Context: an optimization exercise on an open-source flow, tuned for small area and a short achievable clock period. The choices shown serve that exercise and are no tape-out recipe. At most, simulation tests tie the RTL to the original design; equivalence was not proved.

==> inputs of trial 4 <==
// s_axi_template
module s_axi_template #(
		parameter integer C_S_AXI_ID_WIDTH	= 1,
		parameter integer C_S_AXI_DATA_WIDTH	= 64,
		parameter integer C_S_AXI_ADDR_WIDTH	= 32,
		parameter integer C_S_AXI_AWUSER_WIDTH	= 1,
		parameter integer C_S_AXI_ARUSER_WIDTH	= 1,
		parameter integer C_S_AXI_WUSER_WIDTH	= 1,
		parameter integer C_S_AXI_RUSER_WIDTH	= 1,
		parameter integer C_S_AXI_BUSER_WIDTH	= 1
	)
	(
		output wire [15:0] P_buf,  
		output wire [15:0] A_dbg,
		output wire [15:0] B_dbg,
		output wire [15:0] C_dbg,
		output wire [ 3:0] mode_sel_dbg,
		input wire  S_AXI_ACLK,
		input wire  S_AXI_ARESETN,
		input wire [C_S_AXI_ID_WIDTH-1 : 0] S_AXI_AWID,
		input wire [C_S_AXI_ADDR_WIDTH-1 : 0] S_AXI_AWADDR,
		input wire [7 : 0] S_AXI_AWLEN,
		input wire [2 : 0] S_AXI_AWSIZE,
		input wire [1 : 0] S_AXI_AWBURST,
		input wire  S_AXI_AWLOCK,
		input wire [3 : 0] S_AXI_AWCACHE,
		input wire [2 : 0] S_AXI_AWPROT,
		input wire [3 : 0] S_AXI_AWQOS,
		input wire [3 : 0] S_AXI_AWREGION,
		input wire [C_S_AXI_AWUSER_WIDTH-1 : 0] S_AXI_AWUSER,
		input wire  S_AXI_AWVALID,
		output wire  S_AXI_AWREADY,
		input wire [C_S_AXI_DATA_WIDTH-1 : 0] S_AXI_WDATA,
		input wire [(C_S_AXI_DATA_WIDTH/8)-1 : 0] S_AXI_WSTRB,
		input wire  S_AXI_WLAST,
		input wire [C_S_AXI_WUSER_WIDTH-1 : 0] S_AXI_WUSER,
		input wire  S_AXI_WVALID,
		output wire  S_AXI_WREADY,
		output wire [C_S_AXI_ID_WIDTH-1 : 0] S_AXI_BID,
		output wire [1 : 0] S_AXI_BRESP,
		output wire [C_S_AXI_BUSER_WIDTH-1 : 0] S_AXI_BUSER,
		output wire  S_AXI_BVALID,
		input wire  S_AXI_BREADY,
		input wire [C_S_AXI_ID_WIDTH-1 : 0] S_AXI_ARID,
		input wire [C_S_AXI_ADDR_WIDTH-1 : 0] S_AXI_ARADDR,
		input wire [7 : 0] S_AXI_ARLEN,
		input wire [2 : 0] S_AXI_ARSIZE,
		input wire [1 : 0] S_AXI_ARBURST,
		input wire  S_AXI_ARLOCK,
		input wire [3 : 0] S_AXI_ARCACHE,
		input wire [2 : 0] S_AXI_ARPROT,
		input wire [3 : 0] S_AXI_ARQOS,
		input wire [3 : 0] S_AXI_ARREGION,
		input wire [C_S_AXI_ARUSER_WIDTH-1 : 0] S_AXI_ARUSER,
		input wire  S_AXI_ARVALID,
		output wire  S_AXI_ARREADY,
		output wire [C_S_AXI_ID_WIDTH-1 : 0] S_AXI_RID,
		output wire [C_S_AXI_DATA_WIDTH-1 : 0] S_AXI_RDATA,
		output wire [1 : 0] S_AXI_RRESP,
		output wire  S_AXI_RLAST,
		output wire [C_S_AXI_RUSER_WIDTH-1 : 0] S_AXI_RUSER,
		output wire  S_AXI_RVALID,
		input wire  S_AXI_RREADY
	);
export LEC_CHECK = 0
export ABC_CLOCK_PERIOD_IN_PS = 4000
export CAP_MARGIN = 20
export CORE_MARGIN = 2
export CORE_UTILIZATION = 40
export CTS_BUF_LIST = sky130_fd_sc_hd__clkbuf_8
export CTS_CLUSTER_SIZE = 30
export SETUP_SLACK_MARGIN = 5
export SLEW_MARGIN = 20
create_clock -name core_clock -period 10.0 [get_ports {S_AXI_ACLK}]
standard.sh (not shown) runs the stock make flow with config.mk's settings and CLKGATE_MAP_FILE= SYNTH_SCRIPT=/design/flow/synth_recipe.tcl, a recipe that flattens the netlist after the stock synthesis.
==> flow/flow/run.sh <==
#!/bin/bash
# The standard layout (standard.sh), with the port buffers made from
# sky130_fd_sc_hd__buf_2 instead of the cell buffer_ports picks by itself.
set -euo pipefail
bash standard.sh BUFFER_PORTS_ARGS="-buffer_cell sky130_fd_sc_hd__buf_2" MATCH_CELL_FOOTPRINT=0 finish > standard.log 2>&1
==> build 36: changes against trial 4 <==
--- a/flow/design.v
+++ b/flow/design.v
@@ -231,25 +231,11 @@
   wire c62 = (s31 & c46) | (s31 & s47) | (c46 & s47);
   wire s63 = s33 ^ c47 ^ s48;
   wire c63 = (s33 & c47) | (s33 & s48) | (c47 & s48);
   wire s64 = s35 ^ c48 ^ s49;
   wire c64 = (s35 & c48) | (s35 & s49) | (c48 & s49);
-  wire x65 = X[15] ^ c0;
-  wire x66 = pp0_15 ^ pp1_13;
-  wire x67 = pp2_11 ^ pp3_9;
-  wire x68 = pp4_7 ^ pp5_5;
-  wire x69 = pp6_3 ^ pp7_1;
-  wire x70 = x65 ^ x66;
-  wire x71 = x67 ^ x68;
-  wire x72 = x69 ^ c13;
-  wire x73 = c14 ^ c15;
-  wire x74 = x70 ^ x71;
-  wire x75 = x72 ^ x73;
-  wire x76 = x74 ^ c34;
-  wire x77 = c35 ^ x75;
-  wire x78 = x76 ^ x77;
-  assign S[15] = x78;
+  assign S[15] = X[15] ^ c0 ^ pp0_15 ^ pp1_13 ^ pp2_11 ^ pp3_9 ^ pp4_7 ^ pp5_5 ^ pp6_3 ^ pp7_1 ^ c13 ^ c14 ^ c15 ^ c34 ^ c35;
   assign Y[15] = c64;
   assign Z = c49;
   assign S[0] = pp0_0;
   assign Y[0] = s50;
   assign S[1] = c50;
@@ -420,12 +406,11 @@
 	assign S_AXI_RID     = S_AXI_ARID;
 	reg [15:0] A, B, C, B_in, C_in;
 	reg [ 3:0] mode_sel;
 	wire rst = ~S_AXI_ARESETN;
 	wire [15:0] W = S_AXI_WDATA[15:0];
-	wire        armA = axi_wready & wsel[0];
-	wire [15:0] A_wr = S_AXI_WVALID ? (armA ? W : A) : A;
+	wire [15:0] A_wr = (wbeat & wsel[0]) ? W : A;
 	wire [15:0] A_nx = rst ? 16'd0 : A_wr;
 	wire [15:0] B_nx = rst ? 16'd0 : (wbeat & wsel[1]) ? W : B;
 	wire [15:0] C_nx = rst ? 16'd0 : (wbeat & wsel[2]) ? W : C;
 	wire [ 3:0] M_nx = rst ? 4'd0  : (wbeat & wsel[3]) ? W[3:0] : mode_sel;
 	wire [15:0] Bi_nx = rst ? 16'd0 :
==> flow/run.sh (new file) <==
#!/bin/bash
# synth_recipe.tcl (not shown) runs the flow's synth.tcl, then flattens the netlist and writes it again
# the make line also repeats each setting of config.mk as NAME=value (left out here)
make -C /OpenROAD-flow-scripts/flow DESIGN_CONFIG=/design/flow/config.mk WORK_HOME=/design/flow/orfs CLKGATE_MAP_FILE= SYNTH_SCRIPT=/design/flow/synth_recipe.tcl finish
removed: flow/flow/run.sh
removed: flow/standard.sh
==> qor summary <==
metric                                                                          build 36                  trial 4
Result of the run                                                complete, no violations  complete, no violations
Insertion delay of the later-clocked pin in the worst-skew pair                  0.48 ns                  0.47 ns
Final critical path time including I/O delays and setup                          5.25 ns                  5.18 ns
Core box area                                                                 0.0245 mm²               0.0253 mm²
Worst Hold Endpoint                                              rd_data[8]$_SDFFE_PN0P_       C[12]$_SDFFE_PN0P_
Reg-to-reg critical path startpoint                              axi_wready$_SDFFE_PN0P_        B[0]$_SDFFE_PN0P_
Area growth from synthesis to layout                                               28.6%                    18.8%
Share of Yosys cell area claimed by the top area cell type                         0.297                    0.288
Post-layout utilization of the core                                                0.528                    0.486
Number of DRC markers in iteration 0                                                 705                      740
Non-Clock Inverter Count                                                              66                       57
Met3 wire length                                                                 1950 µm                  2150 µm
Worst setup startpoint                                                     S_AXI_ARESETN             S_AXI_WVALID
Function not checked in trial 4: the RTL went through the layout flow alone.

## separate check: timing with driven ports
The results above use ideal ports. As a check the final layouts listed here were re-extracted and re-timed, cells and wires unchanged. Step 1 (the two cells are an assumption about what drives the block):
set clk [get_ports {S_AXI_ACLK}]
set_driving_cell -lib_cell sky130_fd_sc_hd__clkbuf_16 $clk
set_driving_cell -lib_cell sky130_fd_sc_hd__buf_2 [delete_from_list [all_inputs] $clk]
Step 2, shift: input delay + t, output delay - t, t = (earliest + latest rising clock arrival at the registers) / 2. This alone moves slack from input paths to output paths. Slacks: ideal / step 1 / step 2; pairs: ideal / step 1.
run	t, ns	slack for setup (ns)	hold WS [ns]
trial 4	0.497	4.823 / 4.809 / 4.312	0.462 / 0.462 / 0.462
build 36	0.507	4.751 / 4.725 / 4.218	0.450 / 0.450 / 0.450
After both steps every run listed still meets setup and hold. For build 36, which loses most, drivers alone change the setup slack by -0.026 ns; drivers and shift together by -0.533 ns.
